From an optimization exercise on the open Yosys and OpenROAD flow, aimed at small area; shortcuts taken in it are not production practice. Only simulation tests tie the RTL to the original design; equivalence was not proved. Power and IR drop assume default switching activity. The flow treats the clock pin as an ideal source, which a real chip does not have.

## run A
==> flow/design.v <==
module sin_cos (
  input Clk,
  input rst,
  output reg [3:0] sin_phase,
  output reg signed [7:0] data_cos,
  output fill_done);
    reg [4:0] cos_phase;
    always @(posedge Clk) begin
        if (rst) sin_phase <= 4'd0;
        else case (sin_phase)
            4'd0: sin_phase <= 4'd1;
            4'd1: sin_phase <= 4'd2;
            4'd2: sin_phase <= 4'd3;
            4'd3: sin_phase <= 4'd4;
            4'd4: sin_phase <= 4'd5;
            4'd5: sin_phase <= 4'd6;
            4'd6: sin_phase <= 4'd7;
            4'd7: sin_phase <= 4'd8;
            4'd8: sin_phase <= 4'd9;
            4'd9: sin_phase <= 4'd10;
            4'd10: sin_phase <= 4'd11;
            4'd11: sin_phase <= 4'd12;
            4'd12: sin_phase <= 4'd13;
            4'd13: sin_phase <= 4'd14;
            4'd14: sin_phase <= 4'd1;
            default: sin_phase <= 4'd0;
        endcase
    end
    always @(posedge Clk) begin
        if (rst) cos_phase <= 5'd0;
        else case (cos_phase)
            5'd0: cos_phase <= 5'd1;
            5'd1: cos_phase <= 5'd2;
            5'd2: cos_phase <= 5'd3;
            5'd3: cos_phase <= 5'd4;
            5'd4: cos_phase <= 5'd5;
            5'd5: cos_phase <= 5'd6;
            5'd6: cos_phase <= 5'd7;
            5'd7: cos_phase <= 5'd8;
            5'd8: cos_phase <= 5'd9;
            5'd9: cos_phase <= 5'd10;
            5'd10: cos_phase <= 5'd11;
            5'd11: cos_phase <= 5'd12;
            5'd12: cos_phase <= 5'd13;
            5'd13: cos_phase <= 5'd14;
            5'd14: cos_phase <= 5'd15;
            5'd15: cos_phase <= 5'd16;
            5'd16: cos_phase <= 5'd17;
            5'd17: cos_phase <= 5'd18;
            5'd18: cos_phase <= 5'd9;
            default: cos_phase <= 5'd0;
        endcase
    end
    assign fill_done = (sin_phase == 4'd7) && (cos_phase == 5'd13);
    always @(*) begin
        case (cos_phase)
            5'd0: data_cos = 8'sd0;
            5'd1: data_cos = 8'sd63;
            5'd2: data_cos = 8'sd51;
            5'd3: data_cos = 8'sd17;
            5'd4: data_cos = -8'sd22;
            5'd5: data_cos = -8'sd54;
            5'd6: data_cos = -8'sd63;
            5'd7: data_cos = -8'sd47;
            5'd8: data_cos = -8'sd12;
            5'd9: data_cos = 8'sd0;
            5'd10: data_cos = 8'sd38;
            5'd11: data_cos = 8'sd61;
            5'd12: data_cos = 8'sd59;
            5'd13: data_cos = 8'sd33;
            5'd14: data_cos = -8'sd5;
            5'd15: data_cos = -8'sd42;
            5'd16: data_cos = -8'sd62;
            5'd17: data_cos = -8'sd57;
            5'd18: data_cos = -8'sd29;
            default: data_cos = 8'sd0;
        endcase
    end
endmodule
module pam_mixer(
  input [1:0] data_in,
  input [3:0] sin_phase,
  output reg signed [7:0] signal_out
);
  always @(*) begin
    case ({sin_phase, data_in})
      6'd0: signal_out = 8'sd0;
      6'd1: signal_out = 8'sd0;
      6'd2: signal_out = 8'sd0;
      6'd3: signal_out = 8'sd0;
      6'd4: signal_out = 8'sd0;
      6'd5: signal_out = 8'sd0;
      6'd6: signal_out = 8'sd0;
      6'd7: signal_out = 8'sd0;
      6'd8: signal_out = 8'sd0;
      6'd9: signal_out = 8'sd14;
      6'd10: signal_out = 8'sd28;
      6'd11: signal_out = 8'sd42;
      6'd12: signal_out = 8'sd0;
      6'd13: signal_out = 8'sd25;
      6'd14: signal_out = 8'sd50;
      6'd15: signal_out = 8'sd75;
      6'd16: signal_out = 8'sd0;
      6'd17: signal_out = 8'sd31;
      6'd18: signal_out = 8'sd62;
      6'd19: signal_out = 8'sd93;
      6'd20: signal_out = 8'sd0;
      6'd21: signal_out = 8'sd31;
      6'd22: signal_out = 8'sd62;
      6'd23: signal_out = 8'sd93;
      6'd24: signal_out = 8'sd0;
      6'd25: signal_out = 8'sd24;
      6'd26: signal_out = 8'sd49;
      6'd27: signal_out = 8'sd73;
      6'd28: signal_out = 8'sd0;
      6'd29: signal_out = 8'sd13;
      6'd30: signal_out = 8'sd26;
      6'd31: signal_out = 8'sd39;
      6'd32: signal_out = 8'sd0;
      6'd33: signal_out = -8'sd1;
      6'd34: signal_out = -8'sd2;
      6'd35: signal_out = -8'sd3;
      6'd36: signal_out = 8'sd0;
      6'd37: signal_out = -8'sd15;
      6'd38: signal_out = -8'sd30;
      6'd39: signal_out = -8'sd45;
      6'd40: signal_out = 8'sd0;
      6'd41: signal_out = -8'sd26;
      6'd42: signal_out = -8'sd51;
      6'd43: signal_out = -8'sd77;
      6'd44: signal_out = 8'sd0;
      6'd45: signal_out = -8'sd32;
      6'd46: signal_out = -8'sd63;
      6'd47: signal_out = -8'sd95;
      6'd48: signal_out = 8'sd0;
      6'd49: signal_out = -8'sd31;
      6'd50: signal_out = -8'sd61;
      6'd51: signal_out = -8'sd92;
      6'd52: signal_out = 8'sd0;
      6'd53: signal_out = -8'sd24;
      6'd54: signal_out = -8'sd47;
      6'd55: signal_out = -8'sd71;
      6'd56: signal_out = 8'sd0;
      6'd57: signal_out = -8'sd12;
      6'd58: signal_out = -8'sd23;
      6'd59: signal_out = -8'sd35;
      default: signal_out = 8'sd0;
    endcase
  end
endmodule
module moving_avg_filt(
  input clk,
  input rst,
  input fill_done,
  input [6:0] signal_in,
  output reg [12:0] signal_sum
  );
  parameter N = 64;
  reg [7*N-1:0] queue;
  reg fill_en;
  wire [6:0] oldest = queue[7*N-1 -: 7];
  always @(posedge clk) begin
    queue <= {queue[7*N-8:0], ~signal_in};
  end
  always @(posedge clk) begin
    if (rst)
      fill_en <= 1'b0;
    else if (fill_done)
      fill_en <= 1'b1;
  end
  wire [6:0] a = signal_sum[6:0];
  wire [6:0] b = signal_in;
  wire [6:0] c = oldest | {7{~fill_en}};
  wire [6:0] ps = a ^ b ^ c;
  wire [7:1] pc = (a & b) | (c & (a ^ b));
  wire [7:0] k;
  wire [6:0] lo;
  assign k[0] = 1'b1;
  assign lo[0] = ps[0] ^ k[0];
  assign k[1] = ps[0] & k[0];
  genvar i;
  generate
    for (i = 1; i < 7; i = i + 1) begin : rip
      assign lo[i] = ps[i] ^ pc[i] ^ k[i];
      assign k[i+1] = (ps[i] & pc[i]) | (k[i] & (ps[i] ^ pc[i]));
    end
  endgenerate
  wire up = pc[7] & k[7];
  wire dn = ~(pc[7] | k[7]);
  wire [5:0] hi = signal_sum[12:7];
  wire [6:0] ones, zeros;
  assign ones[0] = 1'b1;
  assign zeros[0] = 1'b1;
  generate
    for (i = 0; i < 6; i = i + 1) begin : incdec
      assign ones[i+1] = ones[i] & hi[i];
      assign zeros[i+1] = zeros[i] & ~hi[i];
    end
  endgenerate
  wire [5:0] hi_next = hi ^ (({6{up}} & ones[5:0]) | ({6{dn}} & zeros[5:0]));
  always @(posedge clk) begin
    if (rst)
      signal_sum <= 13'd0;
    else
      signal_sum <= {hi_next, lo};
  end
endmodule
module qam_demodulator(
  input clk,
  input rst,
  input fill_done,
  input signed [7:0] input_signal,
  output reg [1:0] data_demod
  );
  wire [6:0] mod_value = input_signal[6:0] ^ {7{input_signal[7]}};
  wire [12:0] sum;
  reg [1:0] level;
  moving_avg_filt mov_avg(
    .clk(clk),
    .rst(rst),
    .fill_done(fill_done),
    .signal_in(mod_value),
    .signal_sum(sum)
    );
  wire [6:0] avg = sum[12:6];
  always @ ( posedge clk ) begin
    if (avg <= 9) level <= 2'd0;
    else if (avg <= 28) level <= 2'd1;
    else if (avg <= 47) level <= 2'd2;
    else level <= 2'd3;
    data_demod <= level;
  end
endmodule
module pam_modem (
  input clk,
  input rst,
  input [1:0] data_in,
  input signed [7:0] rx_in,
  output signed [7:0] tx_out,
  output signed [7:0] cos_out,
  output [1:0] rx_data
);
  wire [3:0] sin_phase;
  wire fill_done;
  sin_cos u_carrier (
    .Clk(clk),
    .rst(rst),
    .sin_phase(sin_phase),
    .data_cos(cos_out),
    .fill_done(fill_done)
  );
  pam_mixer u_mixer (
    .data_in(data_in),
    .sin_phase(sin_phase),
    .signal_out(tx_out)
  );
  qam_demodulator u_demod (
    .clk(clk),
    .rst(rst),
    .fill_done(fill_done),
    .input_signal(rx_in),
    .data_demod(rx_data)
  );
endmodule
clock: 10.0 ns
lec_check: 0
cap_margin: 20
core_margin: 2
core_utilization: 40
slew_margin: 20
buffer_ports_args: -buffer_cell sky130_fd_sc_hd__buf_1
cts_args: -sink_clustering_enable -repair_clock_nets -buf_list sky130_fd_sc_hd__clkbuf_8 -sink_clustering_size 20 -sink_clustering_max_diameter 60 -dont_use_dummy_load
standard.sh (not shown) runs the stock make flow with config.mk's settings and CLKGATE_MAP_FILE= SYNTH_SCRIPT=/design/flow/synth_recipe.tcl, a recipe that flattens the netlist after the stock synthesis.
==> flow/flow/run.sh <==
#!/bin/bash
# Layout flow: the standard flow (standard.sh), with two changes:
#  - the port buffers are the smallest buffer (buf_1) instead of the
#    resizer's default choice (clkdlybuf4s50_1);
#  - clock tree synthesis uses clkbuf_8 sink clusters of up to 20 flip-flops
#    and inserts no dummy loads.
# Every tool's output goes to a log file in this folder (and ORFS keeps its
# per-step logs under orfs/logs/).
set -euo pipefail
cat >> config.mk <<'EOC'
export BUFFER_PORTS_ARGS = -buffer_cell sky130_fd_sc_hd__buf_1
export CTS_ARGS = -sink_clustering_enable -repair_clock_nets -buf_list sky130_fd_sc_hd__clkbuf_8 -sink_clustering_size 20 -sink_clustering_max_diameter 60 -dont_use_dummy_load
EOC
bash standard.sh > flow_make.log 2>&1
Run A: flow completed, timing, DRC and antenna clean
Edits applied to the flow inputs when going from run A to run B:
==> flow/run.sh (new file) <==
#!/bin/bash
# synth_recipe.tcl (not shown) runs the flow's synth.tcl, then flattens the netlist and writes it again
# the make line also repeats each setting of config.mk as NAME=value (left out here)
make -C /OpenROAD-flow-scripts/flow DESIGN_CONFIG=/design/flow/config.mk WORK_HOME=/design/flow/orfs CLKGATE_MAP_FILE= SYNTH_SCRIPT=/design/flow/synth_recipe.tcl finish
--- a/flow/config.mk
+++ b/flow/config.mk
@@ -10,0 +11 @@
+export CTS_BUF_LIST = sky130_fd_sc_hd__clkbuf_2 sky130_fd_sc_hd__clkbuf_4 sky130_fd_sc_hd__clkbuf_8
@@ -12,2 +12,0 @@
-export BUFFER_PORTS_ARGS = -buffer_cell sky130_fd_sc_hd__buf_1
-export CTS_ARGS = -sink_clustering_enable -repair_clock_nets -buf_list sky130_fd_sc_hd__clkbuf_8 -sink_clustering_size 20 -sink_clustering_max_diameter 60 -dont_use_dummy_load
removed: flow/flow/run.sh
removed: flow/standard.sh
==> comparison <==
Run B reached the final stage; the timing, design-rule and antenna checks on its layout passed.
Relative to run A, clock share of power has increased by 15 points in run B.
Lower logic gate share of total power was reported by run B, not run A.
Summary of run B over run A: maximum frequency -about 10%, final critical-path setup slack shrank by 0.68 ns, number of buffers added by the clock tree synthesis step climbed 42, final-layout clock buffer total shows an increase of 300%, area growth from synthesis to layout rose 11 points.
Run A → run B: overall power after layout picked up an extra 26%; leakage power of the design picked up an extra 13%; global-route usage picked up an extra 1.1 points.
> inputs changed (run B -> run C)
==> flow/flow/run.sh (new file) <==
#!/bin/bash
# Layout flow: the standard flow (standard.sh) with these changes:
#  - synthesis: the standard synthesis script (synth_recipe.tcl), except that
#    ABC maps the logic with an area-oriented script (flow/area.abc: deep
#    AIG optimisation, then area-recovering mapping, no buffering or
#    upsizing), and Yosys's extract_fa is skipped (ABC maps the adders too);
#  - the port buffers are the smallest buffer (buf_1) instead of the
#    resizer's default choice (clkdlybuf4s50_1);
#  - clock tree synthesis uses clkbuf_8 sink clusters of up to 20 flip-flops
#    and inserts no dummy loads.
# Each tool's output goes to a log file in this folder (ORFS also keeps its
# per-step logs under orfs/logs/).
set -euo pipefail
work=$PWD
cat > my_synth.tcl <<EOT
proc abc {args} {
  set i [lsearch \$args -script]
  lset args [expr {\$i + 1}] $work/flow/area.abc
  yosys abc {*}\$args
}
proc extract_fa {args} {}
source $work/synth_recipe.tcl
EOT
sed "s#SYNTH_SCRIPT=[^ ]*#SYNTH_SCRIPT=$work/my_synth.tcl#" standard.sh > my_standard.sh
grep -q "SYNTH_SCRIPT=$work/my_synth.tcl" my_standard.sh
cat >> config.mk <<'EOC'
export BUFFER_PORTS_ARGS = -buffer_cell sky130_fd_sc_hd__buf_1
export CTS_ARGS = -sink_clustering_enable -repair_clock_nets -dont_use_dummy_load -buf_list sky130_fd_sc_hd__clkbuf_16 -sink_clustering_size 36 -sink_clustering_max_diameter 80 -root_buf sky130_fd_sc_hd__clkbuf_4 -tree_buf sky130_fd_sc_hd__clkbuf_4
EOC
bash my_standard.sh > flow_make.log 2>&1
==> flow/flow/area.abc (new file) <==
&get -n
&st
&deepsyn -T 10
&dch -f
&nf -R 1000
&put
topo
==> flow/standard.sh (new file) <==
#!/bin/bash
# synth_recipe.tcl (not shown) runs the flow's synth.tcl, then flattens the netlist and writes it again
# the make line also repeats each setting of config.mk as NAME=value (left out here)
make -C /OpenROAD-flow-scripts/flow DESIGN_CONFIG=/design/flow/config.mk WORK_HOME=/design/flow/orfs CLKGATE_MAP_FILE= SYNTH_SCRIPT=/design/flow/synth_recipe.tcl "${@:-finish}"
--- a/flow/config.mk
+++ b/flow/config.mk
@@ -11 +10,0 @@
-export CTS_BUF_LIST = sky130_fd_sc_hd__clkbuf_2 sky130_fd_sc_hd__clkbuf_4 sky130_fd_sc_hd__clkbuf_8
@@ -12,0 +12,2 @@
+export BUFFER_PORTS_ARGS = -buffer_cell sky130_fd_sc_hd__buf_1
+export CTS_ARGS = -sink_clustering_enable -repair_clock_nets -dont_use_dummy_load -buf_list sky130_fd_sc_hd__clkbuf_16 -sink_clustering_size 36 -sink_clustering_max_diameter 80 -root_buf sky130_fd_sc_hd__clkbuf_4 -tree_buf sky130_fd_sc_hd__clkbuf_4
removed: flow/run.sh
--- outcome ---
Going from run B to run C, the clock network fraction of total power was found to have gone down by 15 points. Between run B and run C, the flow reports placed standard-cell area decreasing by a few percent. Xor-xnor portion of the synthesized cell area for run C: 1.3 points up relative to run B.
The following lists how run D was set up differently from run C:
--- a/flow/flow/run.sh
+++ b/flow/flow/run.sh
@@ -28 +28 @@
-export CTS_ARGS = -sink_clustering_enable -repair_clock_nets -dont_use_dummy_load -buf_list sky130_fd_sc_hd__clkbuf_16 -sink_clustering_size 36 -sink_clustering_max_diameter 80 -root_buf sky130_fd_sc_hd__clkbuf_4 -tree_buf sky130_fd_sc_hd__clkbuf_4
+export CTS_ARGS = -sink_clustering_enable -repair_clock_nets -buf_list sky130_fd_sc_hd__clkbuf_8 -sink_clustering_size 20 -sink_clustering_max_diameter 60 -dont_use_dummy_load
--- a/flow/flow/area.abc
+++ b/flow/flow/area.abc
@@ -3 +3 @@
-&deepsyn -T 10
+&deepsyn -T 60
--- a/flow/config.mk
+++ b/flow/config.mk
@@ -13 +13 @@
-export CTS_ARGS = -sink_clustering_enable -repair_clock_nets -dont_use_dummy_load -buf_list sky130_fd_sc_hd__clkbuf_16 -sink_clustering_size 36 -sink_clustering_max_diameter 80 -root_buf sky130_fd_sc_hd__clkbuf_4 -tree_buf sky130_fd_sc_hd__clkbuf_4
+export CTS_ARGS = -sink_clustering_enable -repair_clock_nets -buf_list sky130_fd_sc_hd__clkbuf_8 -sink_clustering_size 20 -sink_clustering_max_diameter 60 -dont_use_dummy_load
==> comparison <==
- Portion of the clock cycle consumed by the worst path in the final layout in run D vs run C: up 5.2 points
- Between run D and run C, the difference in share of the final layout cell area in sequential cells is negligible.
- When the final numbers for run D and run C were put side by side, the area fraction in and, or, nand and nor cells after synthesis turned out to be smaller in run D.
- On run D: share of synthesized cell area in full adder, half adder and majority cells is 0.28 points lower than what run C gave.
- Headroom to the max-slew limit delta (run D − run C): unfavourable
- [compare] base=run C new=run D: total wire length rose by about 4.3%, global-route usage rose by 0.19 points, antenna diode instance count rose by 1, design area stayed essentially flat, final cell count rose by 1.3%.
Changes in run E relative to run D:
==> flow/run.sh (new file) <==
#!/bin/bash
# synth_recipe.tcl (not shown) runs the flow's synth.tcl, then flattens the netlist and writes it again
# the make line also repeats each setting of config.mk as NAME=value (left out here)
make -C /OpenROAD-flow-scripts/flow DESIGN_CONFIG=/design/flow/config.mk WORK_HOME=/design/flow/orfs CLKGATE_MAP_FILE= SYNTH_SCRIPT=/design/flow/synth_recipe.tcl finish
--- a/flow/config.mk
+++ b/flow/config.mk
@@ -10,0 +11,3 @@
+export CTS_BUF_LIST = sky130_fd_sc_hd__clkbuf_4
+export CTS_CLUSTER_DIAMETER = 40
+export CTS_CLUSTER_SIZE = 12
@@ -12,2 +14,0 @@
-export BUFFER_PORTS_ARGS = -buffer_cell sky130_fd_sc_hd__buf_1
-export CTS_ARGS = -sink_clustering_enable -repair_clock_nets -buf_list sky130_fd_sc_hd__clkbuf_8 -sink_clustering_size 20 -sink_clustering_max_diameter 60 -dont_use_dummy_load
removed: flow/flow/run.sh
removed: flow/flow/area.abc
removed: flow/standard.sh
### Flow results
What run D reported for HPWL after detailed placement has to be multiplied by 1.05 to get the figure for run E. Fmax deteriorates in run E relative to run D. As of run E, cell area had risen by a few percent compared to run D.

[port drivers added, routing unchanged]
Ports are ideal in the flow. The routed layouts listed here were re-timed in OpenROAD.
Step 1 (the two cells are an assumption about what drives the block):
set clk [get_ports {clk}]
set_driving_cell -lib_cell sky130_fd_sc_hd__clkbuf_16 $clk
set_driving_cell -lib_cell sky130_fd_sc_hd__buf_2 [delete_from_list [all_inputs] $clk]
Step 2 moves the port delays by t, midway between the first and last clock arrival at a register: inputs arrive t later, outputs are due t later. That takes back most of the time a late clock gives input paths.
Slacks: ideal / step 1 / step 2; pairs: ideal / step 1.
run | t, ns | setup slack, ns | hold WS [ns] | clock arrival spread, ns | worst data-port slew with drivers (ns)
run A | 0.593 | 4.291 / 4.269 / 3.803 | 0.303 / 0.303 / 0.303 | 0.052 / 0.053 | 0.04
run B | 0.581 | 3.615 / 3.591 / 3.413 | 0.315 / 0.315 / 0.315 | 0.016 / 0.015 | 0.04
run C | 0.689 | 4.266 / 4.277 / 3.588 | 0.290 / 0.290 / 0.290 | 0.054 / 0.054 | 0.03
run D | 0.591 | 3.748 / 3.718 / 3.687 | 0.277 / 0.277 / 0.277 | 0.085 / 0.085 | 0.04
run E | 0.690 | 3.603 / 3.579 / 3.436 | 0.326 / 0.326 / 0.326 | 0.026 / 0.025 | 0.04
After both steps setup and hold are still met in every run listed. The setup slack of run C, which loses most, moves by +0.011 ns with the drivers and by -0.678 ns with both steps.
